Context: an optimization exercise on an open-source flow, tuned for small area. The choices shown serve that exercise and are no tape-out recipe. At most, simulation tests tie the RTL to the original design; equivalence was not proved. No functional check of the RTL was part of runs 1 to 3. In every run shown here, the design's own scripts or RTL, not TritonCTS, make the clock network. The flow treats the clock pin as an ideal source. Dropping or thinning the clock tree relies on that and would not hold on a real chip. No activity file was given, so power comes from the tool's default toggle rates.

==> flow/design.v <==
module us_sensor(echo,trigger,ss,en,clk,rst);
input clk,echo,rst;
output reg trigger;
output [7:0] ss;
output [2:0] en;
localparam [23:0] TRG_A   = 24'h1a325c;
localparam [23:0] TRG_X   = 24'h27bfba;
localparam [23:0] TRG_POL = 24'haaaaaa;
reg  [23:0] trg_q;
wire [23:0] trg_s   = trg_q ^ TRG_POL;
wire        trg_end = (trg_s == TRG_X);
wire        trg_ld  = rst | trg_end;
wire [23:0] trg_v   = {TRG_A[23:1], ~rst & trigger};
wire [23:0] trg_n   = trg_ld ? trg_v
                    : {trg_s[22:0], ~(trg_s[23] ^ trg_s[22] ^ trg_s[21] ^ trg_s[16])};
always @(posedge clk) begin
	trg_q   <= trg_n ^ TRG_POL;
	trigger <= rst | (trigger ^ trg_end);
end
localparam [16:0] DSP_B   = 17'h16d96;
localparam [16:0] DSP_X   = 17'h150e9;
localparam [16:0] DSP_POL = 17'h0aaaa;
reg  [16:0] dsp_q;
wire [16:0] dsp_s   = dsp_q ^ DSP_POL;
wire        tick    = (dsp_s == DSP_X);
wire [16:0] dsp_n   = (rst | tick) ? {DSP_B[16:1], rst}
                    : {dsp_s[15:0], ~(dsp_s[16] ^ dsp_s[13])};
always @(posedge clk)
	dsp_q <= dsp_n ^ DSP_POL;
localparam [12:0] GAP_X   = 13'h058f;
localparam [12:0] GAP_POL = 13'h0aaa;
reg  [12:0] gap_q;
reg  [4:0]  ph;               
reg         ph_long;          
wire [12:0] gap_s   = gap_q ^ GAP_POL;
wire        gap_end = (gap_s == GAP_X);
wire        gap_ld  = rst | ~echo | gap_end;
wire [12:0] gap_n   = gap_ld ? {12'd0, ~(ph_long & echo & ~rst)}
                    : {gap_s[11:0], ~(gap_s[12] ^ gap_s[3] ^ gap_s[2] ^ gap_s[0])};
always @*
	ph_long = (ph == 5'd1) | (ph == 5'd4) | (ph == 5'd7) | (ph == 5'd10) | (ph == 5'd13) | (ph == 5'd16);
always @(posedge clk) begin
	gap_q <= gap_n ^ GAP_POL;
	if (rst | ~echo)
		ph <= 5'd0;
	else if (gap_end)
		ph <= (ph == 5'd17) ? 5'd1 : ph + 5'd1;
end
reg  [3:0] r0, r1, r2;
reg  [3:0] r0_n, r1_n, r2_n;
function [3:0] bcd_inc(input [3:0] b);
	bcd_inc = {b[3] ? ~b[0] : &b[2:0], b[2] ^ (b[1] & b[0]), (b[1] ^ b[0]) & ~b[3], ~b[0]};
endfunction
wire r0_9 = r0[3] & r0[0];
wire r1_9 = r1[3] & r1[0];
always @* begin
	r0_n = r0; r1_n = r1; r2_n = r2;
	if (rst) begin
		r0_n = 0; r1_n = 0; r2_n = 0;
	end else if (echo) begin
		if (gap_end) begin
			r0_n = bcd_inc(r0);
			if (r0_9) r1_n = bcd_inc(r1);
			if (r0_9 & r1_9) r2_n = {r2[3] | (r2[2] & r2[1] & r2[0]), r2[2] ^ (r2[1] & r2[0]), r2[1] ^ r2[0], ~r2[0]};
		end else if (ph == 5'd0) begin
			r0_n = 0; r1_n = 0; r2_n = 0;
		end
	end
end
reg [3:0] d0, d1, d2;
always @(posedge clk) begin
	r0 <= r0_n; r1 <= r1_n; r2 <= r2_n;
	if (rst | ~echo) begin
		d0 <= r0_n; d1 <= r1_n; d2 <= r2_n;
	end
end
reg  [1:0] pos;
reg  [3:0] dig;
wire [1:0] pos_n = {pos[1] ^ pos[0], ~pos[0] | pos[1]};    
always @(posedge clk) begin
	if (rst) begin
		pos <= 0;
		dig <= 4'd8;
	end else if (tick) begin
		pos <= pos_n;
		case (pos_n)
			2'd1: if (!(d2[3] & d2[1])) dig <= d2;    
			2'd2: dig <= d1;
			default: dig <= d0;
		endcase
	end
end
assign en = {pos[1] ^ pos[0], pos[0], pos[1]};
wire [6:0] seg;
assign seg[0] = (dig == 4'd1) | (dig == 4'd4) | (dig == 4'd10) | (dig == 4'd12) | (dig == 4'd14);
assign seg[1] = (dig == 4'd5) | (dig == 4'd6);
assign seg[2] = 1'b0;
assign seg[3] = (dig == 4'd1) | (dig == 4'd2) | (dig == 4'd4) | (dig == 4'd7) | (dig == 4'd12) | (dig == 4'd13) | (dig == 4'd14) | (dig == 4'd15);
assign seg[4] = (dig == 4'd1) | (dig == 4'd3) | (dig == 4'd4) | (dig == 4'd5) | (dig == 4'd7) | (dig == 4'd9) | (dig == 4'd10) | (dig == 4'd11);
assign seg[5] = (dig == 4'd1) | (dig == 4'd2) | (dig == 4'd3) | (dig == 4'd7);
assign seg[6] = (dig == 4'd0) | (dig == 4'd1) | (dig == 4'd7);
assign ss = {1'b1, seg};
endmodule
==> flow/flow/run.sh <==
#!/bin/bash
# Layout flow: the standard flow (standard.sh) with
#  - port buffers made of buf_1,
#  - every combinational cell that synthesis upsized replaced, after the
#    floorplan, by the smallest cell of the same function.
# Each tool's output goes to the ORFS logs and to standard.log here.
set -e
here=$(pwd)
export BUFFER_PORTS_ARGS="-buffer_cell sky130_fd_sc_hd__buf_1"
export POST_FLOORPLAN_TCL=$here/flow/downsize.tcl
export POST_CTS_TCL=$here/flow/clocktree.tcl
export CLOCK_LEAF_BUF=sky130_fd_sc_hd__clkbuf_16
export CLOCK_LEAVES=4
export CLOCK_ROOT_BUF=
bash standard.sh finish "$@" > standard.log 2>&1
==> flow/flow/clocktree.tcl <==
# Replace the clock tree that CTS built with CLOCK_LEAVES buffers of type
# CLOCK_LEAF_BUF, one per cluster of nearby registers (k-means on the
# register positions), each placed at its cluster's centre and fed straight
# from the clock port, or from one CLOCK_ROOT_BUF if CLOCK_ROOT_BUF is set.
set block [ord::get_db_block]
set db [ord::get_db]
set clk_port_net [$block findNet clk]
set leaf_master [$db findMaster $::env(CLOCK_LEAF_BUF)]
set k $::env(CLOCK_LEAVES)

# remove the CTS buffers and their nets
set cts_nets {}
foreach inst [$block getInsts] {
  set mname [[$inst getMaster] getName]
  if {[string match "sky130_fd_sc_hd__clkbuf_*" $mname] && [string match "clkbuf_*" [$inst getName]]} {
    set on [[$inst findITerm X] getNet]
    if {$on ne "NULL"} { lappend cts_nets $on }
    odb::dbInst_destroy $inst
  }
}
foreach n $cts_nets {
  if {[$n getName] ne "clk"} { odb::dbNet_destroy $n }
}

# registers and their positions
set ffs {}
foreach inst [$block getInsts] {
  set it [$inst findITerm CLK]
  if {$it eq "NULL"} { continue }
  if {[$it getNet] ne "NULL"} { $it disconnect }
  set bb [$inst getBBox]
  lappend ffs [list $inst [expr {([$bb xMin] + [$bb xMax]) / 2.0}] [expr {([$bb yMin] + [$bb yMax]) / 2.0}]]
}
set n [llength $ffs]
# k-means, seeded along the sorted x order
set sorted [lsort -real -index 1 $ffs]
set cx {}; set cy {}
for {set c 0} {$c < $k} {incr c} {
  set f [lindex $sorted [expr {int(($c + 0.5) * $n / $k)}]]
  lappend cx [lindex $f 1]; lappend cy [lindex $f 2]
}
for {set iter 0} {$iter < 50} {incr iter} {
  set assign {}
  foreach f $ffs {
    set best 0; set bd 1e30
    for {set c 0} {$c < $k} {incr c} {
      set d [expr {abs([lindex $f 1] - [lindex $cx $c]) + abs([lindex $f 2] - [lindex $cy $c])}]
      if {$d < $bd} { set bd $d; set best $c }
    }
    lappend assign $best
  }
  set nx {}; set ny {}
  for {set c 0} {$c < $k} {incr c} {
    set sx 0; set sy 0; set m 0
    foreach f $ffs a $assign {
      if {$a == $c} { set sx [expr {$sx + [lindex $f 1]}]; set sy [expr {$sy + [lindex $f 2]}]; incr m }
    }
    if {$m > 0} { lappend nx [expr {$sx / $m}]; lappend ny [expr {$sy / $m}] } else { lappend nx [lindex $cx $c]; lappend ny [lindex $cy $c] }
  }
  set cx $nx; set cy $ny
}

set src_net $clk_port_net
if {[info exists ::env(CLOCK_ROOT_BUF)] && $::env(CLOCK_ROOT_BUF) ne ""} {
  set root [odb::dbInst_create $block [$db findMaster $::env(CLOCK_ROOT_BUF)] clkroot_buf]
  set src_net [odb::dbNet_create $block clkroot_net]
  $src_net setSigType CLOCK
  [$root findITerm A] connect $clk_port_net
  [$root findITerm X] connect $src_net
  set sx 0; set sy 0
  foreach x $cx y $cy { set sx [expr {$sx + $x}]; set sy [expr {$sy + $y}] }
  $root setLocation [expr {int($sx / $k)}] [expr {int($sy / $k)}]
  $root setPlacementStatus PLACED
}
for {set c 0} {$c < $k} {incr c} {
  set b [odb::dbInst_create $block $leaf_master clkleaf_buf_$c]
  set net [odb::dbNet_create $block clkleaf_net_$c]
  $net setSigType CLOCK
  [$b findITerm A] connect $src_net
  [$b findITerm X] connect $net
  set m 0
  foreach f $ffs a $assign {
    if {$a == $c} { [[lindex $f 0] findITerm CLK] connect $net; incr m }
  }
  $b setLocation [expr {int([lindex $cx $c])}] [expr {int([lindex $cy $c])}]
  $b setPlacementStatus PLACED
  puts "clocktree: leaf $c drives $m registers"
}
detailed_placement
check_placement -verbose
estimate_parasitics -placement
report_checks -path_delay min_max -format full_clock_expanded
report_check_types -max_slew -max_capacitance -violators
==> flow/flow/downsize.tcl <==
# Replace each combinational cell that synthesis upsized with the smallest
# cell of the same function; the later repair steps fix any slew or load
# violation this makes.
set n 0
foreach inst [get_cells *] {
  set ref [get_property $inst ref_name]
  if {![regexp {^sky130_fd_sc_hd__([a-z0-9]+)_([0-9]+)$} $ref -> base size]} { continue }
  if {[string match "df*" $base] || [string match "edf*" $base] || [string match "sdf*" $base]} { continue }
  if {$base eq "conb" || [string match "tap*" $base] || [string match "fill*" $base] || [string match "decap*" $base]} { continue }
  set best ""
  set best_area 1e9
  foreach lc [get_lib_cells sky130_fd_sc_hd__${base}_*] {
    set lname [get_property $lc name]
    if {![regexp "^sky130_fd_sc_hd__${base}_\[0-9\]+\$" $lname]} { continue }
    set a [get_property $lc area]
    if {$a < $best_area} { set best_area $a; set best $lname }
  }
  if {$best ne "" && $best ne $ref} {
    replace_cell $inst $best
    incr n
  }
}
puts "downsize: replaced $n cells"
==> flow/standard.sh <==
#!/bin/bash
# synth_recipe.tcl (not shown) runs the flow's synth.tcl, then flattens the netlist and writes it again
# the make line also repeats each setting of config.mk as NAME=value (left out here)
make -C /OpenROAD-flow-scripts/flow DESIGN_CONFIG=/design/flow/config.mk WORK_HOME=/design/flow/orfs CLKGATE_MAP_FILE= SYNTH_SCRIPT=/design/flow/synth_recipe.tcl "${@:-finish}"
==> flow/config.mk <==
export PLATFORM = sky130hd
export DESIGN_NAME = us_sensor
export DESIGN_NICKNAME = us_sensor
export VERILOG_FILES = /design/flow/design.v
export SDC_FILE = /design/flow/constraint.sdc
export NUM_CORES = 4
export LEC_CHECK = 0
export CAP_MARGIN = 20
export CORE_MARGIN = 2
export CORE_UTILIZATION = 40
export PLACE_DENSITY = 0.6
export SLEW_MARGIN = 20
==> flow/constraint.sdc <==
create_clock -name core_clock -period 30.0 [get_ports {clk}]
set_input_delay 6.0000 -clock core_clock [delete_from_list [all_inputs] [get_ports {clk}]]
set_output_delay 6.0000 -clock core_clock [all_outputs]
set_load 0.01 [all_outputs]
==> results of run 1 <==
[worst max-delay path, delay by kind of cell]
kind                   cells  cell delay (ps)
AO/OA/AOI/OAI              2              460
buffers and inverters      3              690
AND/OR/NAND/NOR            2              730
[cell usage after synthesis, types with 2 or more instances]
| library cell | instances |
|---|---|
| nand2_1 | 42 |
| inv_1 | 9 |
| a31oi_1 | 2 |
| nand4_1 | 5 |
| o21ai_0 | 7 |
| or2_2 | 4 |
| and2_1 | 5 |
| mux2i_1 | 6 |
| a211oi_1 | 4 |
| nor3_1 | 2 |
| nand3_1 | 17 |
| a21oi_1 | 11 |
| a22oi_1 | 5 |
| and3_1 | 4 |
| a32o_1 | 2 |
| ha_1 | 12 |
| nand2b_1 | 2 |
| nor2_1 | 44 |
| xnor2_1 | 6 |
| a311oi_1 | 3 |
| nor4b_1 | 4 |
| clkbuf_1 | 9 |
| o211ai_1 | 2 |
| nand4b_1 | 2 |
| dfxtp_1 | 78 |
| buf_4 | 3 |
| xor2_1 | 4 |
| nor2b_1 | 5 |
| conb_1 | 2 |
| o22ai_1 | 2 |
| edfxtp_1 | 12 |
[how the worst max path moves through the flow]
stage	to	slack [ps]	depth (start not counted)
final	d1[1]$_DFFE_PP_	22060	7
after global routing	d1[1]$_DFFE_PP_	21740	6
after detailed placement	d1[1]$_DFFE_PP_	21890	7
after global placement	d1[1]$_DFFE_PP_	21930	7
after floorplan	d0[0]$_DFFE_PP_	22810	3
[power groups by stage]
stage,Clock [mW],Combinational (mW),Sequential [mW]
after floorplan,0,0.00526,0.131
after global placement,0,0.00652,0.132
final,0.0533,0.00715,0.129
after detailed placement,0,0.00661,0.132
after global routing,0.0587,0.00814,0.129
[cell type report]
cell class / instances / area [um^2]
fill: 799 / 4570
tap: 105 / 131
inverter: 9 / 33.8
timing repair inverter: 5 / 38.8
sequential: 90 / 1920
timing repair buffer: 15 / 91.3
buffer: 4 / 100
multi-input combinational: 218 / 1280
[cells by family after synthesis]
family | count (synthesis) | synth area share [%]
simple gates | 145 | 21.6
flops | 90 | 57.2
compound gates | 42 | 8.38
other cells | 2 | 0.223
mux | 7 | 2.12
fa+ha+maj | 12 | 4.47
buf+inv | 25 | 3.42
xor+xnor | 10 | 2.61
[through the flow]
stage | hold slack, ps | utilization, % | instance area, um^2 | worst slack, ps | instances
2_1_floorplan | 353 | - | 3360 | 22810 | 333
5_1_grt | 390 | 44.0 | 3600 | 21740 | 446
6_report | 384 | 44.0 | 3600 | 22060 | 446
3_5_place_dp | 364 | 41.9 | 3420 | 21890 | 435
3_3_place_gp | 358 | 41.9 | 3420 | 21930 | 435
[sequential cells by signal, indices dropped and copies added, names as in the netlist]
name,count
dig,4
ph,5
trigger,1
d0,4
d1,4
dsp_q,17
r0,4
pos,2
gap_q,13
r2,4
d2,4
r1,4
trg_q,24
[per-layer routing]
metal	track usage [%]	up-vias	routed length (um)
met4	4.88	0	91
met1	17.9	1033	2890
li1	-	1137	-
met5	0	-	0
met2	21.4	30	2500
met3	2.69	8	166
==> impl_metrics.yaml, run 1 <==
outcome:
  status: "no timing/DRC/antenna violations"
critical_path:
  cp_slowest_cell: "nor2_1"
  crit_path_cell_trace: "buf_1, buf_4, nor2b_1, inv_1, nor2_1, a22oi_1, a311oi_1"
  critPathKind: "input port to flip-flop"
  crit_path_start_kind: "input port"
  crit_fanout: 23
  critPathMaxStageDelay_ps: 460
  rr_endpoint: "trg_q[3]$_DFF_P_"
  required_ps: 29950
  reg2reg_slack_ps: 27800
  cp-startpoint: "rst"
  r2r_start: "trg_q[22]$_SDFF_PP0_"
  crit_path_end_kind: "flip-flop"
  reg2regPathDepth: 7
  cp.arrival_ps: 7890
synthesis:
  ys_types: 49
  yosysTopAreaCell: "dfxtp_1"
  postSynthCellCount: 333
  synth_area_per_cell_um2: 10.1
  ys_ff_latch: 90
  synth_area_mm2: 0.00336
  netlist_top_cells_area: "dfxtp_1 (46%), edfxtp_1 (11%), nor2_1 (4.9%)"
  synth-main-ff-cell: "dfxtp_1"
  ys_seq_area_share_pct: 57.2
  yosysWarnings: 1
  syn_nets: 348
  synth_edf_count: 12
  yosysTopAreaCellShare_pct: 46.5
  async_flop_share_pct: 0
sta:
  finalMaxSlewViolations: 0
  finClkSkew_ps: 16.0
  totalNegativeSetupSlack_ps: 0
  fin_crit_sh_pct: 26.5
  worstMarginPinSlew_ps: 789
  period_needed_ps: 7940
  clock.fmax_mhz: 126
  rsz0062_at_grt: "no"
  max_slew_margin_pct: 47.4
  setup_viol: 0
  hold_viol: 0
power_and_ir_drop:
  powerDensity_mw_per_mm2: 52.6
  p_total_mw: 0.189
  switching_share_pct: 18.8
  peakVddDrop_uv: 41.3
  p_sw_mw: 0.0355
  p_clk_share_pct: 28.2
  p_int_mw: 0.154
  pwr-share-seq_pct: 68.1
  combinationalPowerShare_pct: 3.8
  power_leakage_nw: 1.39
global_routing:
  antenna_found_initial: 0
  grt_pass1_wl_um: 9650
  grt_max_degree: 29
  grt_usage_pct: 13.4
  overflow: 0
  grt_pass1_vias: 2084
clock_tree:
  insertion_delay_ps: 160
  path_clk_slew_ps: 90
  cts_sinks: 90
layout:
  syn2layout_area_growth_pct: 7.15
  diodes: 0
  final_cell_mix: "dfxtp_1 (78), nor2_1 (45), nand2_1 (42)"
  final_common_cell: "dfxtp_1"
  nets: 351
  final_layout_size_suffix_gt1_share_pct: 3.52
detailed_routing:
  drc_errors: 0
  drt_iter0_drc: 122
  drtPass1Iterations: 4
  viasPerCell: 4.95
  ant_nets: 0
  vias: 2208
  totalWireLength_um: 5650
  wl_per_cell_um: 12.7
floorplanning:
  start_util_pct: 41.1
  die_h_um: 95.7
  ioPinCount: 15
  fp.dieW_um: 95.7
  core_area_mm2: 0.00818
  rows: 33
  die_area_mm2: 0.00915
placed_design:
  dpl.hpwl_um: 3950
  portBuffers: 12
  place.gp.congestion: 0.769
min_path:
  hold_end: "dsp_q[2]$_SDFF_PP1_"
  hold_path_class: "flip-flop to flip-flop"
  holdPathStages: 1
  hp-start: "dsp_q[1]$_DFF_P_"
run:
  cap_viol_max_count: 0
==> run 2, diff against run 1 <==
--- a/flow/flow/run.sh
+++ b/flow/flow/run.sh
@@ -9,7 +9,7 @@
 export BUFFER_PORTS_ARGS="-buffer_cell sky130_fd_sc_hd__buf_1"
 export POST_FLOORPLAN_TCL=$here/flow/downsize.tcl
 export POST_CTS_TCL=$here/flow/clocktree.tcl
-export CLOCK_LEAF_BUF=sky130_fd_sc_hd__clkbuf_16
-export CLOCK_LEAVES=4
-export CLOCK_ROOT_BUF=
+export CLOCK_LEAF_BUF=sky130_fd_sc_hd__clkbuf_8
+export CLOCK_LEAVES=5
+export CLOCK_ROOT_BUF=sky130_fd_sc_hd__clkbuf_4
 bash standard.sh finish "$@" > standard.log 2>&1
==> run 2 against run 1 <==
  * Power is 2.5% lower
  * Combinational power about the same
  * Clock power fell by 8.8%
  * Synthesized cell count unchanged
  * First-iteration DRC count decreased by 33%
  * Sequential power is essentially flat
  * Wire length is 1.5% lower
  * Global-route usage down 0.40 points
  * Register-to-register slack gained 30 ps
  * Clock skew increased by 10 ps
  * Largest power group unchanged
==> impl_metrics.yaml, run 2 <==
floorplanning:
  fp.dieW_um: 95.7
  start_util_pct: 41.1
  die_area_mm2: 0.00915
  die_h_um: 95.7
  ioPinCount: 15
  core_area_mm2: 0.00818
  rows: 33
synthesis:
  postSynthCellCount: 333
  netlist_top_cells_area: "dfxtp_1 (46%), edfxtp_1 (11%), nor2_1 (4.9%)"
  yosysTopAreaCell: "dfxtp_1"
  yosysWarnings: 1
  synth_area_per_cell_um2: 10.1
  synth-main-ff-cell: "dfxtp_1"
  syn_nets: 348
  ys_seq_area_share_pct: 57.2
  synth_area_mm2: 0.00336
  yosysTopAreaCellShare_pct: 46.5
  ys_types: 49
  synth_edf_count: 12
  ys_ff_latch: 90
  synth_most_common_cell: "dfxtp_1"
  yosys-top-cells-count: "dfxtp_1 (78), nor2_1 (44), nand2_1 (42)"
  async_flop_share_pct: 0
placed_design:
  dpl.hpwl_um: 3950
  place.gp.congestion: 0.769
  portBuffers: 12
critical_path:
  path_buf_inv: 3
  cp_slowest_cell: "nor2_1"
  crit_path_cell_trace: "buf_1, buf_4, nor2b_1, inv_1, nor2_1, a22oi_1, a311oi_1"
  crit_fanout: 23
  cp.arrival_ps: 7870
  crit_family: "simple AND/OR/NAND/NOR gates"
  crit_path_start_kind: "input port"
  required_ps: 30200
  critPathMaxStageDelay_ps: 450
  crit_path_end_kind: "flip-flop"
  critPathKind: "input port to flip-flop"
detailed_routing:
  drtPass1Iterations: 4
  drc_errors: 0
  wl_per_cell_um: 12.4
  vias: 2206
  drt_iter0_drc: 82
  ant_nets: 0
  viasPerCell: 4.92
  totalWireLength_um: 5570
layout:
  nets: 353
  syn2layout_area_growth_pct: 6.44
  fillCellCount: 811
  largest-register: "trg_q"
  top_regs: "trg_q (24), dsp_q (17), gap_q (13)"
  final_cell_mix: "dfxtp_1 (78), nor2_1 (45), nand2_1 (42)"
  final_layout_size_suffix_gt1_share_pct: 4.08
  diodes: 0
  final_common_cell: "dfxtp_1"
  largest_reg_flops: 24
global_routing:
  grt_usage_pct: 13.0
  grt_pass1_wl_um: 9620
  antenna_found_initial: 0
  grt_pass1_vias: 2080
  grt_max_degree: 24
  overflow: 0
sta:
  totalNegativeSetupSlack_ps: 0
  hold_viol: 0
  max_slew_margin_pct: 47.5
  setup_viol: 0
  period_needed_ps: 7670
  worstMarginPinSlew_ps: 787
  finalMaxSlewViolations: 0
  fin_hold_ws_ps: 380
  clock.fmax_mhz: 130
  fin_crit_sh_pct: 25.6
  finClkSkew_ps: 26.3
  rsz0062_at_grt: "no"
power_and_ir_drop:
  power_leakage_nw: 1.38
  peakVddDrop_uv: 27.7
  powerDensity_mw_per_mm2: 51.6
clock_tree:
  cts_sinks: 90
  path_clk_slew_ps: 120
  insertion_delay_ps: 390
run:
  cap_viol_max_count: 0
min_path:
  hold_path_class: "flip-flop to flip-flop"
outcome:
  status: "no timing/DRC/antenna violations"
[run 2: logic make-up after synthesis]
logic type,Yosys count,synth area share (%)
and+or+nand+nor,145,21.6
DFF,90,57.2
AOI/OAI and AO/OA,42,8.38
buffers and inverters,25,3.42
adders and majority gates,12,4.47
xor gates and xnor gates,10,2.61
muxes,7,2.12
other,2,0.223
[run 2: metal layers]
| metal | global-route usage (%) | vias up | share of wire, % |
|---|---|---|---|
| met5 | 0 | - | 0 |
| met4 | 3.10 | 0 | 0.95 |
| met3 | 2.45 | 7 | 3.7 |
| met2 | 21.0 | 28 | 44 |
| met1 | 18.0 | 1029 | 51 |
| li1 | - | 1142 | - |
[run 2: layout make-up]
type	count	area (um^2)	share of cell area, %
flip-flops and latches	90	1920	53.7
multi-input cells	218	1280	35.9
well taps	105	131	3.67
repair buffers	15	91.3	2.55
plain buffers	6	76.3	2.13
repair inverters	5	38.8	1.08
inverters	9	33.8	0.944
[run 2: where the power goes]
part | internal (mW) | total, mW | switching (mW) | leakage [nW]
logic | 0.00297 | 0.00715 | 0.00418 | 0.571
clock network | 0.0167 | 0.0486 | 0.0319 | 0.0406
registers | 0.126 | 0.129 | 0.00235 | 0.772
total | 0.146 | 0.185 | 0.0385 | 1.38
[run 2: through the flow]
step                      instance area (um^2)  instances  setup WS (ps)  util [%]  power (mW)
after floorplan                           3360        333          22810         -       0.136
after global placement                    3420        435          21930      41.9       0.138
after detailed placement                  3420        435          21890      41.9       0.138
after global routing                      3580        448          22010      43.8       0.193
final                                     3580        448          22330      43.8       0.185
[run 2: final timing paths]
kind               startpoint                   to  slack, ps  depth (start not counted)
max                       rst      d1[1]$_DFFE_PP_      22330                          7
min          dsp_q[1]$_DFF_P_  dsp_q[2]$_SDFF_PP1_        380                          1
max reg2reg  gap_q[7]$_DFF_P_      d1[1]$_DFFE_PP_      27830                          5
min reg2reg  dsp_q[1]$_DFF_P_  dsp_q[2]$_SDFF_PP1_        380                          1
==> run 3, diff against run 2 <==
--- a/flow/flow/run.sh
+++ b/flow/flow/run.sh
@@ -10,6 +10,6 @@
 export POST_FLOORPLAN_TCL=$here/flow/downsize.tcl
 export POST_CTS_TCL=$here/flow/clocktree.tcl
 export CLOCK_LEAF_BUF=sky130_fd_sc_hd__clkbuf_8
-export CLOCK_LEAVES=5
-export CLOCK_ROOT_BUF=sky130_fd_sc_hd__clkbuf_4
+export CLOCK_LEAVES=6
+export CLOCK_ROOT_BUF=sky130_fd_sc_hd__clkbuf_2
 bash standard.sh finish "$@" > standard.log 2>&1
==> run 3 against run 2 <==
  * Still clean on timing, DRC and antenna
  * Flip-flop and latch count unchanged
  * Maximum frequency up 0.94%
  * Register-to-register slack worse by 30 ps
  * Setup slack better by 71 ps
  * Global-route usage unchanged
  * Power up 1.3%
  * Cell count up 0.22%
  * Clock skew up 3.4 ps
  * Combinational power down 0.6%
  * First-iteration DRC count up 32%
  * Critical endpoint unchanged
==> impl_metrics.yaml, run 3 <==
critical_path:
  cp_slowest_cell: "nor2_1"
  r2r_start: "gap_q[7]$_DFF_P_"
  crit_family: "simple AND/OR/NAND/NOR gates"
  crit_path_start_kind: "input port"
  crit_path_cell_trace: "buf_1, nor2b_1, inv_1, nor2_1, a22oi_1, a311oi_1"
  cp.arrival_ps: 7870
  required_ps: 30270
  critPathMaxStageDelay_ps: 450
  critPathKind: "input port to flip-flop"
  path_buf_inv: 2
  crit_fanout: 23
  crit_path_end_kind: "flip-flop"
  cp-startpoint: "echo"
synthesis:
  synth_area_mm2: 0.00336
  synth-main-ff-cell: "dfxtp_1"
  synth_edf_count: 12
  synth_compound_area_share_pct: 8.38
  postSynthCellCount: 333
  ys_seq_area_share_pct: 57.2
  ys_types: 49
  yosys-top-cells-count: "dfxtp_1 (78), nor2_1 (44), nand2_1 (42)"
  netlist_top_cells_area: "dfxtp_1 (46%), edfxtp_1 (11%), nor2_1 (4.9%)"
  yosysTopAreaCell: "dfxtp_1"
  yosysWarnings: 1
  synth-xor-area-share_pct: 2.61
  async_flop_share_pct: 0
  yosys.area_share.simple_pct: 21.6
  synth_fa_ha_area_share_pct: 4.47
  synth_top_family_by_area: "simple AND/OR/NAND/NOR gates"
  synth_area_per_cell_um2: 10.1
  muxShareOfSynthArea_pct: 2.12
  ys_ff_latch: 90
  syn_nets: 348
  synth_most_common_cell: "dfxtp_1"
  yosysTopAreaCellShare_pct: 46.5
sta:
  period_needed_ps: 7600
  finClkSkew_ps: 29.7
  worstMarginPinSlew_ps: 789
  fin_crit_sh_pct: 25.3
  max_slew_margin_pct: 47.3
  finalMaxSlewViolations: 0
  setup_viol: 0
  clock.fmax_mhz: 132
  hold_viol: 0
  totalNegativeSetupSlack_ps: 0
  rsz0062_at_grt: "no"
min_path:
  hold_path_class: "flip-flop to flip-flop"
  hp-start: "dsp_q[8]$_SDFF_PP1_"
global_routing:
  antenna_found_initial: 0
  grt_max_degree: 24
  grt_usage_pct: 13.0
  grt_pass1_vias: 2089
  grt_pass1_wl_um: 9630
  overflow: 0
floorplanning:
  start_util_pct: 41.1
  core_area_mm2: 0.00818
  rows: 33
  ioPinCount: 15
  die_h_um: 95.7
  fp.dieW_um: 95.7
  die_area_mm2: 0.00915
layout:
  diodes: 0
  final_common_cell: "dfxtp_1"
  nets: 354
  top_regs: "trg_q (24), dsp_q (17), gap_q (13)"
  final_layout_size_suffix_gt1_share_pct: 4.36
  final_cell_mix: "dfxtp_1 (78), nor2_1 (45), nand2_1 (42)"
  largest_reg_flops: 24
  largest-register: "trg_q"
  syn2layout_area_growth_pct: 6.78
  fin_area_mm2: 0.00359
detailed_routing:
  totalWireLength_um: 5550
  maxUsedRoutingLayer: "met4"
  viasPerCell: 4.93
  ant_nets: 0
  drtPass1Iterations: 4
  met1_length_um: 2770
  wl_met3_um: 231
  vias: 2212
  drc_errors: 0
  drt_iter0_drc: 108
  wl_per_cell_um: 12.4
  wl_met2_um: 2460
placed_design:
  portBuffers: 12
  placed_cell_area_mm2: 0.00342
  dpl.hpwl_um: 3950
  place.gp.congestion: 0.769
power_and_ir_drop:
  p_total_mw: 0.187
  peakVddDrop_uv: 27.2
  powerDensity_mw_per_mm2: 52.1
  power_leakage_nw: 1.39
clock_tree:
  insertion_delay_ps: 490
  path_clk_slew_ps: 80
  cts_sinks: 90
run:
  cap_viol_max_count: 0
outcome:
  status: "no timing/DRC/antenna violations"
[run 3: cell counts after synthesis]
No cell type changed its count.
[run 3: kinds of logic (layout without fill, tap and decap cells)]
family	Yosys count	in the layout
buffers and inverters	25	36
multiplexers	7	7
XOR/XNOR	10	10
other	2	2
AND/OR/NAND/NOR	145	145
flip-flops	90	90
adder cells (fa/ha/maj)	12	12
AO/OA/AOI/OAI	42	42
[run 3: cell type report]
| cell class | count | area, um^2 |
|---|---|---|
| flip-flops and latches | 90 | 1920 |
| well taps | 105 | 131 |
| repair buffers | 15 | 91.3 |
| fillers | 806 | 4590 |
| plain buffers | 7 | 87.6 |
| multi-input cells | 218 | 1280 |
| inverters | 9 | 33.8 |
| repair inverters | 5 | 38.8 |
[run 3: worst reg2reg max path, stage by stage, from the launching register on]
cell	delay, ps
dfxtp_1	320
nor4b_1	370
nand4_1	400
nor2_1	450
a22oi_1	120
a311oi_1	340
[run 3: where the power goes]
group | switching (mW) | internal [mW] | leakage, nW
logic | 0.00414 | 0.00297 | 0.571
registers | 0.00233 | 0.126 | 0.772
clock network | 0.0326 | 0.0185 | 0.0473
total | 0.0391 | 0.148 | 1.39
[run 3: metal layers]
layer	up-vias	track usage (%)
li1	1143	-
met1	1030	17.8
met2	30	20.8
met3	9	2.85
met4	0	3.33
met5	-	0
[run 3: worst paths after layout]
| check | to | slack (ps) | cells after the start |
|---|---|---|---|
| min reg2reg | dsp_q[9]$_DFF_P_ | 390 | 1 |
| max reg2reg | d1[1]$_DFFE_PP_ | 27800 | 5 |
| min | dsp_q[9]$_DFF_P_ | 390 | 1 |
| max | d1[1]$_DFFE_PP_ | 22400 | 6 |
[run 3: metrics by stage]
stage / setup WS, ps / instances / util (%) / hold WS, ps
5_1_grt: 22110 / 449 / 43.9 / 392
3_5_place_dp: 21890 / 435 / 41.9 / 364
6_report: 22400 / 449 / 43.9 / 385
2_1_floorplan: 22810 / 333 / - / 353
3_3_place_gp: 21930 / 435 / 41.9 / 358
==> run 4, diff against run 3 <==
--- a/flow/design.v
+++ b/flow/design.v
@@ -30,21 +30,26 @@
 localparam [12:0] GAP_X   = 13'h058f;
 localparam [12:0] GAP_POL = 13'h0aaa;
 reg  [12:0] gap_q;
-reg  [4:0]  ph;               
-reg         ph_long;          
+reg  [4:0]  ph;
+wire        ph_long = ~ph[0] & ~ph[1];    
+wire        ph_first = ph[0] & ph[1];     
+wire [4:0]  ph_adv;
+assign ph_adv[0] = ~ph[0] & ~ph[1];
+assign ph_adv[1] = (ph[0] & ~ph[1] & ~ph[4]) | (ph[0] & ~ph[2]);
+assign ph_adv[2] = (~ph[1] & ph[2] & ~ph[4]) | (~ph[0] & ph[2] & ph[4]) | (ph[1] & ~ph[2]);
+assign ph_adv[3] = (~ph[2] & ph[3]) | (~ph[0] & ph[1] & ph[2] & ~ph[3]) | (~ph[1] & ph[3]);
+assign ph_adv[4] = (ph[1] & ph[2] & ph[3]) | (~ph[0] & ph[4]) | (~ph[2] & ph[4]);
 wire [12:0] gap_s   = gap_q ^ GAP_POL;
 wire        gap_end = (gap_s == GAP_X);
 wire        gap_ld  = rst | ~echo | gap_end;
 wire [12:0] gap_n   = gap_ld ? {12'd0, ~(ph_long & echo & ~rst)}
                     : {gap_s[11:0], ~(gap_s[12] ^ gap_s[3] ^ gap_s[2] ^ gap_s[0])};
-always @*
-	ph_long = (ph == 5'd1) | (ph == 5'd4) | (ph == 5'd7) | (ph == 5'd10) | (ph == 5'd13) | (ph == 5'd16);
 always @(posedge clk) begin
 	gap_q <= gap_n ^ GAP_POL;
 	if (rst | ~echo)
-		ph <= 5'd0;
+		ph <= 5'd7;
 	else if (gap_end)
-		ph <= (ph == 5'd17) ? 5'd1 : ph + 5'd1;
+		ph <= ph_adv;
 end
 reg  [3:0] r0, r1, r2;
 reg  [3:0] r0_n, r1_n, r2_n;
@@ -62,7 +67,7 @@
 			r0_n = bcd_inc(r0);
 			if (r0_9) r1_n = bcd_inc(r1);
 			if (r0_9 & r1_9) r2_n = {r2[3] | (r2[2] & r2[1] & r2[0]), r2[2] ^ (r2[1] & r2[0]), r2[1] ^ r2[0], ~r2[0]};
-		end else if (ph == 5'd0) begin
+		end else if (ph_first) begin
 			r0_n = 0; r1_n = 0; r2_n = 0;
 		end
 	end
==> flow/flow/run.sh (replaced) <==
#!/bin/bash
# Layout flow: the standard flow (standard.sh) with three changes:
#  - port buffers are buf_1 (BUFFER_PORTS_ARGS),
#  - after the floorplan, every combinational cell that synthesis upsized is
#    replaced by the smallest cell of the same function (downsize.tcl); the
#    later repair steps fix any slew or load violation this makes,
#  - after CTS, the clock tree is rebuilt as one root buffer feeding one
#    leaf buffer per cluster of nearby registers (clocktree.tcl).
# Each tool's full output is in the ORFS logs under orfs/logs and in
# standard.log here.
set -e
here=$(pwd)
export BUFFER_PORTS_ARGS="-buffer_cell sky130_fd_sc_hd__buf_1"
export POST_FLOORPLAN_TCL=$here/flow/downsize.tcl
export POST_CTS_TCL=$here/flow/clocktree.tcl
export CLOCK_LEAF_BUF=${CLOCK_LEAF_BUF:-sky130_fd_sc_hd__clkbuf_8}
export CLOCK_LEAVES=${CLOCK_LEAVES:-5}
export CLOCK_ROOT_BUF=${CLOCK_ROOT_BUF-sky130_fd_sc_hd__clkbuf_4}
bash standard.sh finish "$@" > standard.log 2>&1
==> run 4 against run 3 <==
  * Still clean on timing, DRC and antenna
  * First-iteration DRC count grew 31%
  * Critical endpoint is now en[2]
  * Flip-flop and latch count unchanged
  * Global-route usage is 0.72 points higher
  * Power shrank 0.72%
==> impl_metrics.yaml, run 4 <==
power_and_ir_drop:
  peakVddDrop_uv: 25.2
  power_leakage_nw: 1.30
  powerDensity_mw_per_mm2: 51.6
min_path:
  hold_path_class: "flip-flop to flip-flop"
sta:
  fin_crit_sh_pct: 24.9
  rsz0062_at_grt: "no"
  hold_viol: 0
  clock.fmax_mhz: 134
  setup_viol: 0
  finClkSkew_ps: 39.2
  max_slew_margin_pct: 29.9
  period_needed_ps: 7470
  finalMaxSlewViolations: 0
  worstMarginPinSlew_ps: 1040
  totalNegativeSetupSlack_ps: 0
layout:
  syn2layout_area_growth_pct: 6.59
  final_layout_size_suffix_gt1_share_pct: 3.74
  final_cell_mix: "dfxtp_1 (78), nand2_1 (41), nor2_1 (32)"
  stdcell_count: 453
  nets: 354
  largest_reg_flops: 24
  final_common_cell: "dfxtp_1"
  diodes: 0
  fin_area_mm2: 0.00360
  largest-register: "trg_q"
  top_regs: "trg_q (24), dsp_q (17), gap_q (13)"
global_routing:
  grt_max_degree: 29
  grt_usage_pct: 13.7
  grt_pass1_vias: 2150
  overflow: 0
  grt_pass1_wl_um: 10200
  antenna_found_initial: 0
detailed_routing:
  drtPass1Iterations: 4
  ant_nets: 0
  viasPerCell: 5.14
  wl_per_cell_um: 12.9
  totalWireLength_um: 5850
  drc_errors: 0
  drt_iter0_drc: 142
  vias: 2330
synthesis:
  synth-xor-area-share_pct: 2.33
  syn_nets: 349
  ys_types: 52
  muxShareOfSynthArea_pct: 1.22
  synth_most_common_cell: "dfxtp_1"
  synth_area_per_cell_um2: 9.99
  ys_ff_latch: 90
  yosysTopAreaCell: "dfxtp_1"
  yosys.area_share.simple_pct: 24.4
  synth_compound_area_share_pct: 9.04
  synth-main-ff-cell: "dfxtp_1"
  postSynthCellCount: 338
  synth_fa_ha_area_share_pct: 2.96
  async_flop_share_pct: 0
  yosysTopAreaCellShare_pct: 46.2
  synth_top_family_by_area: "simple AND/OR/NAND/NOR gates"
  synth_area_mm2: 0.00338
  ys_seq_area_share_pct: 56.9
  yosysWarnings: 1
  yosys-top-cells-count: "dfxtp_1 (78), nand2_1 (41), nor2_1 (32)"
  netlist_top_cells_area: "dfxtp_1 (46%), edfxtp_1 (11%), nand2_1 (4.6%)"
  synth_edf_count: 12
floorplanning:
  start_util_pct: 41.1
  ioPinCount: 15
  die_area_mm2: 0.00920
  core_area_mm2: 0.00822
  rows: 33
  fp.dieW_um: 95.9
  die_h_um: 95.9
critical_path:
  critPathKind: "flip-flop to primary output"
  crit_path_frequent_cell: "inv_1"
  crit_path_start_kind: "flip-flop"
  cp_slowest_cell: "dfxtp_1"
  critPathMaxStageDelay_ps: 400
  crit_fanout: 7
  crit_family: "flip-flops"
  required_ps: 24000
  reg2reg_slack_ps: 27790
  crit_path_cell_trace: "inv_1, ha_1, inv_1, buf_1"
  crit_path_end_kind: "primary output"
  cp.arrival_ps: 1470
  path_buf_inv: 3
placed_design:
  place.gp.congestion: 0.757
  dp.cells: 440
  dpl.hpwl_um: 4070
  placed_cell_area_mm2: 0.00347
  portBuffers: 12
clock_tree:
  path_clk_slew_ps: 120
  insertion_delay_ps: 410
  cts_sinks: 90
outcome:
  status: "no timing/DRC/antenna violations"
run:
  cap_viol_max_count: 0
## run 4: final cells by class
cell class,instances,area (um^2)
plain buffers,6,76.3
fillers,802,4620
inverters,6,22.5
multi-input cells,225,1330
flip-flops and latches,90,1920
well taps,105,131
repair buffers,18,95.1
repair inverters,3,22.5
## run 4: cell families after synthesis
logic type      after synthesis
buf+inv                      23
fa+ha+maj                     8
compound gates               50
mux                           4
xor+xnor                      9
simple gates                152
other cells                   2
flops                        90
## run 4: routing by layer
| layer | global-route usage (%) | wire length [um] | vias to the layer above |
|---|---|---|---|
| met3 | 2.58 | 278 | 7 |
| met5 | 0 | 0 | - |
| li1 | - | - | 1198 |
| met2 | 22.1 | 2600 | 45 |
| met4 | 2.50 | 58 | 0 |
| met1 | 19.4 | 2910 | 1080 |
## run 4: where the power goes
group	total, mW	switching (mW)	internal, mW
Clock	0.0498	0.0332	0.0167
Sequential	0.129	0.00237	0.126
Combinational	0.00700	0.00417	0.00282
Total	0.186	0.0397	0.146
## run 4: through the flow
| stage | utilization, % | power, mW | worst slack, ps | hold WS [ps] |
|---|---|---|---|---|
| after floorplan | - | 0.136 | 22670 | 353 |
| after global placement | 42.2 | 0.138 | 22230 | 361 |
| after detailed placement | 42.2 | 0.138 | 22170 | 365 |
| after global routing | 43.8 | 0.195 | 22380 | 395 |
| final | 43.8 | 0.186 | 22530 | 378 |
## run 4: worst paths after layout
kind                            depth (start not counted)           startpoint                to
worst min-delay path                                    1  dsp_q[4]$_SDFF_PP1_  dsp_q[5]$_DFF_P_
worst max-delay path                                    4  pos[1]$_SDFFE_PP0P_             en[2]
worst min register to register                          1  dsp_q[4]$_SDFF_PP1_  dsp_q[5]$_DFF_P_
worst max register to register                          4     gap_q[3]$_DFF_P_   d1[3]$_DFFE_PP_
==> run 5, diff against run 4 <==
--- a/flow/flow/run.sh
+++ b/flow/flow/run.sh
@@ -1,5 +1,7 @@
 #!/bin/bash
-# Layout flow: the standard flow (standard.sh) with three changes:
+# Layout flow: the standard flow (standard.sh) with these changes:
+#  - synthesis is the standard flow's (synth_recipe.tcl and ORFS synth.tcl) with only
+#    ABC's mapping script replaced by an area-oriented one (abc_area.script),
 #  - port buffers are buf_1 (BUFFER_PORTS_ARGS),
 #  - after the floorplan, every combinational cell that synthesis upsized is
 #    replaced by the smallest cell of the same function (downsize.tcl); the
@@ -10,10 +12,17 @@
 # standard.log here.
 set -e
 here=$(pwd)
+sed "s#^  log_cmd abc {\*}\$abc_args#  set abc_args [lreplace \$abc_args 1 1 $here/flow/abc_area.script]\n&#" \
+  $FLOW_HOME/scripts/synth.tcl > $here/synth_abc.tcl
+grep -q "flow/abc_area.script" $here/synth_abc.tcl
+sed "s#source \$::env(SCRIPTS_DIR)/synth.tcl#source $here/synth_abc.tcl#" synth_recipe.tcl > $here/my_synth.tcl
+grep -q "synth_abc.tcl" $here/my_synth.tcl
+sed "s#SYNTH_SCRIPT=[^ ]*#SYNTH_SCRIPT=$here/my_synth.tcl#" standard.sh > $here/my_standard.sh
+grep -q "my_synth.tcl" $here/my_standard.sh
 export BUFFER_PORTS_ARGS="-buffer_cell sky130_fd_sc_hd__buf_1"
 export POST_FLOORPLAN_TCL=$here/flow/downsize.tcl
 export POST_CTS_TCL=$here/flow/clocktree.tcl
 export CLOCK_LEAF_BUF=${CLOCK_LEAF_BUF:-sky130_fd_sc_hd__clkbuf_8}
 export CLOCK_LEAVES=${CLOCK_LEAVES:-5}
 export CLOCK_ROOT_BUF=${CLOCK_ROOT_BUF-sky130_fd_sc_hd__clkbuf_4}
-bash standard.sh finish "$@" > standard.log 2>&1
+bash $here/my_standard.sh finish "$@" > standard.log 2>&1
==> flow/flow/abc_area.script (new file) <==
strash
dc2
dch -f
map -a
topo
strash
&get -n
&dch -f
&nf -R 1000
&put
topo
==> run 5 against run 4 <==
  * Critical endpoint is now gap_q[0]$_DFF_P_
  * Utilization increased by 1.1 points
  * Critical path depth increased by 2
  * Die area decreased by 8.0%
  * Via count decreased by 9.9%
  * Largest power group unchanged
==> impl_metrics.yaml, run 5 <==
critical_path:
  rr_endpoint: "d1[2]$_DFFE_PP_"
  cp.depth: 6
  cp_slowest_cell: "clkinv_1"
  critPathMaxStageDelay_ps: 600
  crit_path_start_kind: "input port"
  critPathKind: "input port to flip-flop"
  cp-startpoint: "rst"
  endpoint: "gap_q[0]$_DFF_P_"
  required_ps: 30230
  crit_family: "simple AND/OR/NAND/NOR gates"
  crit_path_cell_trace: "buf_1, buf_4, nor2b_1, clkinv_1, nor2_1, a22oi_1"
  cp.arrival_ps: 7940
  crit_fanout: 27
  reg2regPathDepth: 8
  r2r_start: "gap_q[0]$_DFF_P_"
  path_buf_inv: 3
  crit_path_end_kind: "flip-flop"
  reg2reg_slack_ps: 27180
sta:
  fin_crit_sh_pct: 25.7
  period_needed_ps: 7700
  hold_viol: 0
  fin_hold_ws_ps: 343
  totalNegativeSetupSlack_ps: 0
  rsz0062_at_grt: "no"
  setup_viol: 0
  finalMaxSlewViolations: 0
  clock.fmax_mhz: 130
  max_slew_margin_pct: 39.9
  worstMarginPinSlew_ps: 898
  worst_slack_ps: 22300
  finClkSkew_ps: 36.4
floorplanning:
  ioPinCount: 15
  fp.dieW_um: 92.0
  rows: 32
  start_util_pct: 40.7
  die_h_um: 92.0
  core_area_mm2: 0.00761
  die_area_mm2: 0.00846
layout:
  largest-register: "trg_q"
  fillCellCount: 754
  stdcell_count: 432
  nets: 336
  final_core_util_pct: 45.0
  final_common_cell: "dfxtp_1"
  diodes: 0
  final_layout_size_suffix_gt1_share_pct: 4.24
  final_cell_mix: "dfxtp_1 (78), nor2_1 (48), nand2_1 (41)"
  syn2layout_area_growth_pct: 10.5
  largest_reg_flops: 24
  top_regs: "trg_q (24), dsp_q (17), gap_q (13)"
  fin_area_mm2: 0.00342
synthesis:
  synth-main-ff-cell: "dfxtp_1"
  postSynthCellCount: 307
  syn_nets: 318
  synth_edf_count: 12
  netlist_top_cells_area: "dfxtp_1 (50%), edfxtp_1 (12%), nor2_1 (5.8%)"
  synth_area_mm2: 0.00310
  yosysTopAreaCellShare_pct: 50.4
  synth_area_per_cell_um2: 10.1
  ys_seq_area_share_pct: 62.1
  ys_ff_latch: 90
  yosys-top-cells-count: "dfxtp_1 (78), nor2_1 (48), nand2_1 (41)"
  async_flop_share_pct: 0
  yosysWarnings: 1
  ys_types: 33
  synth_most_common_cell: "dfxtp_1"
  yosysTopAreaCell: "dfxtp_1"
clock_tree:
  insertion_delay_ps: 380
  cts_sinks: 90
  path_clk_slew_ps: 130
placed_design:
  post-place-ws_ps: 21910
  placed_cell_area_mm2: 0.00325
  dpl.hpwl_um: 3560
  place.gp.congestion: 0.766
  portBuffers: 12
  dp.cells: 419
detailed_routing:
  ant_nets: 0
  drt_iter0_drc: 148
  viasPerCell: 4.86
  totalWireLength_um: 5090
  vias: 2099
  drtPass1Iterations: 4
  drc_errors: 0
  wl_per_cell_um: 11.8
global_routing:
  grt_pass1_vias: 2028
  grt_pass1_wl_um: 9070
  grt_max_degree: 28
  grt_usage_pct: 12.8
  antenna_found_initial: 0
  overflow: 0
power_and_ir_drop:
  powerDensity_mw_per_mm2: 53.9
  peakVddDrop_uv: 33.7
  power_leakage_nw: 1.28
  p_total_mw: 0.184
outcome:
  status: "no timing/DRC/antenna violations"
run:
  cap_viol_max_count: 0
min_path:
  hold_path_class: "flip-flop to flip-flop"
## run 5: cell count changes after synthesis, sizes merged, moves of 5 or more
cell,change
nand4,-8
o21ai,-6
inv,-6
nand3,-12
nor3,+10
a211oi,+5
clkbuf,-11
nand3b,-5
clkinv,+7
nor2,+16
## run 5: worst reg2reg max path, delay by kind of cell, from the launching register on
kind	cells	cell delay, ps
flip-flops	1	380
AND/OR/NAND/NOR	6	1790
AO/OA/AOI/OAI	2	370
## run 5: worst min path at each step
stage	startpoint	to	slack [ps]	cells past startpoint
after floorplan	trg_q[4]$_SDFF_PP1_	trg_q[5]$_DFF_P_	350	1
after global placement	dsp_q[1]$_DFF_P_	dsp_q[2]$_SDFF_PP1_	360	1
after detailed placement	trg_q[14]$_SDFF_PP0_	trg_q[15]$_DFF_P_	370	1
after global routing	trg_q[14]$_SDFF_PP0_	trg_q[15]$_DFF_P_	340	1
final	trg_q[14]$_SDFF_PP0_	trg_q[15]$_DFF_P_	340	1
## run 5: area by class of cell
class                           instances  area (um^2)  area share [%]
Buffer                                  6         76.3            2.23
Inverter                                7         26.3           0.768
Tap cell                              102          128            3.73
Sequential cell                        90         1920            56.2
Timing Repair inverter                  6         65.1            1.90
Multi-Input combinational cell        207         1130            32.9
Timing Repair Buffer                   14         77.6            2.27
## run 5: logic make-up after synthesis
| logic type | after synthesis | share of synthesized area (%) |
|---|---|---|
| AND/OR/NAND/NOR | 142 | 21.5 |
| flip-flops | 90 | 62.1 |
| AO/OA/AOI/OAI | 49 | 9.74 |
| buffers and inverters | 10 | 1.58 |
| adder cells (fa/ha/maj) | 8 | 3.23 |
| XOR/XNOR | 6 | 1.70 |
| other | 2 | 0.243 |
## run 5: report_power, final
part	internal (mW)	total, mW	switching, mW
registers	0.127	0.129	0.00245
clock network	0.0167	0.0478	0.0311
logic	0.00321	0.00737	0.00417
## run 5: per-layer routing
metal	vias to the layer above	share of wire, %	GRT usage, %
met5	-	0	0
met4	0	0.92	2.74
met3	4	3.9	2.63
met2	28	45	21.6
met1	964	50	17.1
li1	1103	-	-
==> run 6, diff against run 5 <==
--- a/flow/flow/clocktree.tcl
+++ b/flow/flow/clocktree.tcl
@@ -8,10 +8,14 @@
 set leaf_master [$db findMaster $::env(CLOCK_LEAF_BUF)]
 set k $::env(CLOCK_LEAVES)
 
-# remove the CTS buffers and their nets
+# remove the CTS buffers, their nets and the dummy loads CTS added
 set cts_nets {}
 foreach inst [$block getInsts] {
   set mname [[$inst getMaster] getName]
+  if {[string match "clkload*" [$inst getName]]} {
+    odb::dbInst_destroy $inst
+    continue
+  }
   if {[string match "sky130_fd_sc_hd__clkbuf_*" $mname] && [string match "clkbuf_*" [$inst getName]]} {
     set on [[$inst findITerm X] getNet]
     if {$on ne "NULL"} { lappend cts_nets $on }
==> run 6 against run 5 <==
  * Hold slack barely moved
  * Still clean on timing, DRC and antenna
  * Via count decreased by 0.14%
  * Cell area decreased by 2.6%
==> impl_metrics.yaml, run 6 <==
critical_path:
  reg2reg_slack_ps: 27180
  rr_endpoint: "d1[2]$_DFFE_PP_"
  required_ps: 30230
  critPathMaxStageDelay_ps: 600
  path_buf_inv: 3
  critPathKind: "input port to flip-flop"
  crit_path_start_kind: "input port"
  reg2regPathDepth: 8
  cp-startpoint: "rst"
  crit_family: "simple AND/OR/NAND/NOR gates"
  cp_slowest_cell: "clkinv_1"
  crit_path_cell_trace: "buf_1, buf_4, nor2b_1, clkinv_1, nor2_1, a22oi_1"
  crit_fanout: 27
  crit_path_end_kind: "flip-flop"
  r2r_start: "gap_q[0]$_DFF_P_"
  cp.arrival_ps: 7930
power_and_ir_drop:
  power_leakage_nw: 1.23
  powerDensity_mw_per_mm2: 55.1
  p_total_mw: 0.184
  peakVddDrop_uv: 34.5
synthesis:
  yosysWarnings: 1
  synth_top_family_by_area: "simple AND/OR/NAND/NOR gates"
  netlist_top_cells_area: "dfxtp_1 (50%), edfxtp_1 (12%), nor2_1 (5.8%)"
  synth_compound_area_share_pct: 9.74
  muxShareOfSynthArea_pct: 0
  yosys.area_share.simple_pct: 21.5
  yosysTopAreaCellShare_pct: 50.4
  async_flop_share_pct: 0
  synth_area_per_cell_um2: 10.1
  syn_nets: 318
  yosys-top-cells-count: "dfxtp_1 (78), nor2_1 (48), nand2_1 (41)"
  synth-main-ff-cell: "dfxtp_1"
  ys_types: 33
  synth_area_mm2: 0.00310
  synth-xor-area-share_pct: 1.70
  synth_most_common_cell: "dfxtp_1"
  synth_fa_ha_area_share_pct: 3.23
  yosysTopAreaCell: "dfxtp_1"
  synth_edf_count: 12
  ys_ff_latch: 90
  ys_seq_area_share_pct: 62.1
  postSynthCellCount: 307
layout:
  final_cell_mix: "dfxtp_1 (78), nor2_1 (48), nand2_1 (41)"
  top_regs: "trg_q (24), dsp_q (17), gap_q (13)"
  final_layout_size_suffix_gt1_share_pct: 2.17
  fillCellCount: 762
  largest_reg_flops: 24
  stdcell_count: 425
  largest-register: "trg_q"
  nets: 336
  diodes: 0
  syn2layout_area_growth_pct: 7.56
  final_common_cell: "dfxtp_1"
  fin_area_mm2: 0.00333
sta:
  clock.fmax_mhz: 130
  worstMarginPinSlew_ps: 897
  finClkSkew_ps: 36.1
  max_slew_margin_pct: 40.0
  worst_slack_ps: 22300
  fin_crit_sh_pct: 25.7
  period_needed_ps: 7700
  hold_viol: 0
  setup_viol: 0
  finalMaxSlewViolations: 0
  rsz0062_at_grt: "no"
  totalNegativeSetupSlack_ps: 0
min_path:
  hp-start: "trg_q[14]$_SDFF_PP0_"
  hold_end: "trg_q[15]$_DFF_P_"
  hold_path_class: "flip-flop to flip-flop"
  holdPathStages: 1
floorplanning:
  start_util_pct: 40.7
  core_area_mm2: 0.00761
  die_area_mm2: 0.00846
  fp.dieW_um: 92.0
  die_h_um: 92.0
  rows: 32
  ioPinCount: 15
run:
  cap_viol_max_count: 0
global_routing:
  grt_pass1_wl_um: 9070
  grt_pass1_vias: 2028
  antenna_found_initial: 0
  grt_usage_pct: 12.8
  grt_max_degree: 28
  overflow: 0
outcome:
  status: "no timing/DRC/antenna violations"
detailed_routing:
  viasPerCell: 4.93
  drtPass1Iterations: 4
  vias: 2096
  drt_iter0_drc: 148
  drc_errors: 0
  totalWireLength_um: 5100
  ant_nets: 0
  wl_per_cell_um: 12.0
placed_design:
  place.gp.congestion: 0.766
  portBuffers: 12
  post-place-ws_ps: 21910
  dpl.hpwl_um: 3560
  dp.cells: 419
  placed_cell_area_mm2: 0.00325
clock_tree:
  insertion_delay_ps: 380
  path_clk_slew_ps: 130
  cts_sinks: 90
-- run 6: through the flow --
stage / util, % / hold slack (ps)
3_3_place_gp: 42.8 / 361
2_1_floorplan: - / 353
6_report: 43.8 / 343
3_5_place_dp: 42.8 / 366
5_1_grt: 43.8 / 342
-- run 6: area by class of cell --
class                      instances  area [um^2]  share of cell area [%]
buffer                             6         76.3                    2.29
inverter                           7         26.3                   0.789
multi-input combinational        207         1130                    33.8
sequential                        90         1920                    57.7
tap                              102          128                    3.83
timing repair buffer              13         52.6                    1.58
-- run 6: how the worst max path moves through the flow --
stage / end / slack (ps) / cells past startpoint
final: gap_q[0]$_DFF_P_ / 22300 / 6
after global routing: gap_q[0]$_DFF_P_ / 22150 / 6
after detailed placement: gap_q[0]$_DFF_P_ / 21910 / 6
after global placement: gap_q[0]$_DFF_P_ / 21980 / 6
after floorplan: gap_q[0]$_DFF_P_ / 22700 / 4
-- run 6: per-layer routing --
metal / routed length (um) / GRT usage [%]
met5: 0 / 0
met4: 47 / 2.74
met3: 190 / 2.63
met2: 2300 / 21.6
met1: 2550 / 17.1
-- run 6: cells by family (layout without fill, tap and decap cells) --
| family | after synthesis | after routing |
|---|---|---|
| adder cells (fa/ha/maj) | 8 | 8 |
| AO/OA/AOI/OAI | 49 | 49 |
| other | 2 | 2 |
| XOR/XNOR | 6 | 6 |
| AND/OR/NAND/NOR | 142 | 142 |
| flip-flops | 90 | 90 |
| buffers and inverters | 10 | 26 |
-- run 6: where the power goes --
part / leakage [nW] / switching [mW] / internal (mW)
clock: 0.0406 / 0.0311 / 0.0167
combinational: 0.422 / 0.00416 / 0.00261
sequential: 0.772 / 0.00245 / 0.127
total: 1.23 / 0.0377 / 0.146
==> run 7, diff against run 6 <==
--- a/flow/flow/run.sh
+++ b/flow/flow/run.sh
@@ -23,6 +23,6 @@
 export POST_FLOORPLAN_TCL=$here/flow/downsize.tcl
 export POST_CTS_TCL=$here/flow/clocktree.tcl
 export CLOCK_LEAF_BUF=${CLOCK_LEAF_BUF:-sky130_fd_sc_hd__clkbuf_8}
-export CLOCK_LEAVES=${CLOCK_LEAVES:-5}
+export CLOCK_LEAVES=${CLOCK_LEAVES:-6}
 export CLOCK_ROOT_BUF=${CLOCK_ROOT_BUF-sky130_fd_sc_hd__clkbuf_4}
 bash $here/my_standard.sh finish "$@" > standard.log 2>&1
==> run 7 against run 6 <==
  * Still clean
  * Cell count increased by 0.24%
  * Utilization is 0.18 points higher
  * Maximum frequency is 0.48% higher
  * First-iteration DRC count fell by 21%
  * Clock power grew 12%
  * Die area did not move
  * Via count grew 0.76%
  * Synthesized cell count unchanged
  * Sequential power is essentially flat
  * Critical path depth unchanged
  * Area after synthesis is the same
==> impl_metrics.yaml, run 7 <==
power_and_ir_drop:
  power_leakage_nw: 1.24
  peakVddDrop_uv: 27.8
  powerDensity_mw_per_mm2: 56.5
critical_path:
  crit_path_start_kind: "input port"
  critPathKind: "input port to flip-flop"
  crit_fanout: 27
  required_ps: 30270
  cp.arrival_ps: 7930
  reg2regPathDepth: 8
  crit_path_end_kind: "flip-flop"
floorplanning:
  fp.dieW_um: 92.0
  core_area_mm2: 0.00761
  die_area_mm2: 0.00846
  start_util_pct: 40.7
  rows: 32
  ioPinCount: 15
  die_h_um: 92.0
global_routing:
  grt_usage_pct: 13.0
  grt_pass1_vias: 2031
  grt_pass1_wl_um: 9130
  grt_max_degree: 28
  antenna_found_initial: 0
  overflow: 0
clock_tree:
  insertion_delay_ps: 410
  path_clk_slew_ps: 100
  cts_sinks: 90
synthesis:
  ys_ff_latch: 90
  synth_edf_count: 12
  yosysTopAreaCellShare_pct: 50.4
  ys_types: 33
  postSynthCellCount: 307
  yosysWarnings: 1
  synth-main-ff-cell: "dfxtp_1"
  yosys-top-cells-count: "dfxtp_1 (78), nor2_1 (48), nand2_1 (41)"
  synth_most_common_cell: "dfxtp_1"
  async_flop_share_pct: 0
  yosysTopAreaCell: "dfxtp_1"
  synth_area_mm2: 0.00310
  synth_area_per_cell_um2: 10.1
  netlist_top_cells_area: "dfxtp_1 (50%), edfxtp_1 (12%), nor2_1 (5.8%)"
  ys_seq_area_share_pct: 62.1
  syn_nets: 318
layout:
  final_common_cell: "dfxtp_1"
  final_core_util_pct: 44.0
  diodes: 0
  syn2layout_area_growth_pct: 8.00
  final_layout_size_suffix_gt1_share_pct: 2.47
  largest_reg_flops: 24
  top_regs: "trg_q (24), dsp_q (17), gap_q (13)"
  final_cell_mix: "dfxtp_1 (78), nor2_1 (48), nand2_1 (41)"
  largest-register: "trg_q"
  nets: 337
placed_design:
  post-place-ws_ps: 21910
  place.gp.congestion: 0.766
  dpl.hpwl_um: 3560
  portBuffers: 12
sta:
  max_slew_margin_pct: 40.2
  fin_crit_sh_pct: 25.5
  rsz0062_at_grt: "no"
  setup_viol: 0
  hold_viol: 0
  worstMarginPinSlew_ps: 893
  finalMaxSlewViolations: 0
  period_needed_ps: 7660
  finClkSkew_ps: 9.94
  totalNegativeSetupSlack_ps: 0
  worst_slack_ps: 22340
  clock.fmax_mhz: 131
detailed_routing:
  ant_nets: 0
  drc_errors: 0
  totalWireLength_um: 5170
  vias: 2112
  wl_per_cell_um: 12.1
  drt_iter0_drc: 117
  viasPerCell: 4.96
  drtPass1Iterations: 4
run:
  cap_viol_max_count: 0
min_path:
  holdPathStages: 1
  hold_path_class: "flip-flop to flip-flop"
outcome:
  status: "no timing/DRC/antenna violations"
==> run 7: changes by cell type in the layout (fill, tap and decap cells not counted) <==
cell / previous run / this run
clkbuf_8: 5 / 6
==> run 7: power breakdown <==
group,switching [mW],leakage [nW],internal (mW),total (mW)
Sequential,0.00246,0.772,0.127,0.129
Clock,0.0338,0.0477,0.0195,0.0533
Combinational,0.00415,0.422,0.00261,0.00676
Total,0.0404,1.24,0.149,0.189
==> run 7: worst paths after layout <==
check | startpoint | to | slack (ps)
max | rst | gap_q[0]$_DFF_P_ | 22340
min reg2reg | trg_q[0]$_DFF_P_ | trg_q[1]$_DFF_P_ | 380
max reg2reg | gap_q[0]$_DFF_P_ | d1[2]$_DFFE_PP_ | 27210
min | trg_q[0]$_DFF_P_ | trg_q[1]$_DFF_P_ | 380
==> run 7: per-layer routing <==
metal	up-vias	track usage [%]	wire length (um)
li1	1108	-	-
met1	965	17.8	2670
met2	33	20.8	2210
met3	6	2.63	198
met4	0	3.98	91
met5	-	0	0
==> run 7: stage by stage <==
stage	hold slack [ps]	power [mW]	instances	area [um^2]
2_1_floorplan	353	0.136	307	3100
3_3_place_gp	361	0.139	419	3250
3_5_place_dp	366	0.139	419	3250
5_1_grt	396	0.197	426	3340
6_report	379	0.189	426	3340
==> run 7: cells by family after synthesis <==
group	count (synthesis)	share of synthesized area, %
AOI/OAI and AO/OA	49	9.74
and+or+nand+nor	142	21.5
xor gates and xnor gates	6	1.70
buffers and inverters	10	1.58
DFF	90	62.1
other	2	0.243
adders and majority gates	8	3.23
==> run 7: worst max-delay path, cell delays in order <==
cell	delay [ps]
buf_1	70
buf_4	210
nor2b_1	390
clkinv_1	610
nor2_1	520
a22oi_1	120
==> run 7: cell type report <==
class / count / area [um^2]
fill: 756 / 4260
sequential: 90 / 1920
multi-input combinational: 207 / 1130
tap: 102 / 128
buffer: 7 / 90.1
timing repair buffer: 13 / 52.6
inverter: 7 / 26.3

[afterwards: timing with drivers on the ports]
The flow's constraints put no driver on any port. The routed layouts listed below were extracted and timed again, unchanged, in two steps. Step 1, drivers: a clkbuf_16 drives clk and a buf_2 each remaining input, both assumed. Step 2 adds t to the input delays and takes it off the output delays; t is the mean of the earliest and latest rising clock arrival at the registers after step 1. Input paths then give back, and output paths get back, about the clock's delay inside the block. Slacks: no drivers / after step 1 / after step 2; pairs: no drivers / after step 1.
run | t, ns | setup WS [ns] | latest minus earliest clock arrival (ns) | pins driven straight from the clock port
run 1 | 0.226 | 22.059 / 22.114 / 21.887 | 0.017 / 0.017 | 4
run 2 | 0.411 | 22.325 / 22.334 / 21.923 | 0.028 / 0.028 | 1
run 3 | 0.506 | 22.397 / 22.403 / 21.897 | 0.032 / 0.032 | 1
run 4 | 0.418 | 22.530 / 22.503 / 22.164 | 0.040 / 0.039 | 1
run 5 | 0.392 | 22.295 / 22.303 / 21.911 | 0.036 / 0.036 | 1
run 6 | 0.393 | 22.304 / 22.312 / 21.919 | 0.036 / 0.036 | 1
run 7 | 0.431 | 22.341 / 22.349 / 21.918 | 0.012 / 0.011 | 1
After both steps every run listed still meets setup and hold. For run 3, which loses most, drivers alone change the setup slack by +0.006 ns; drivers and shift together by -0.500 ns.
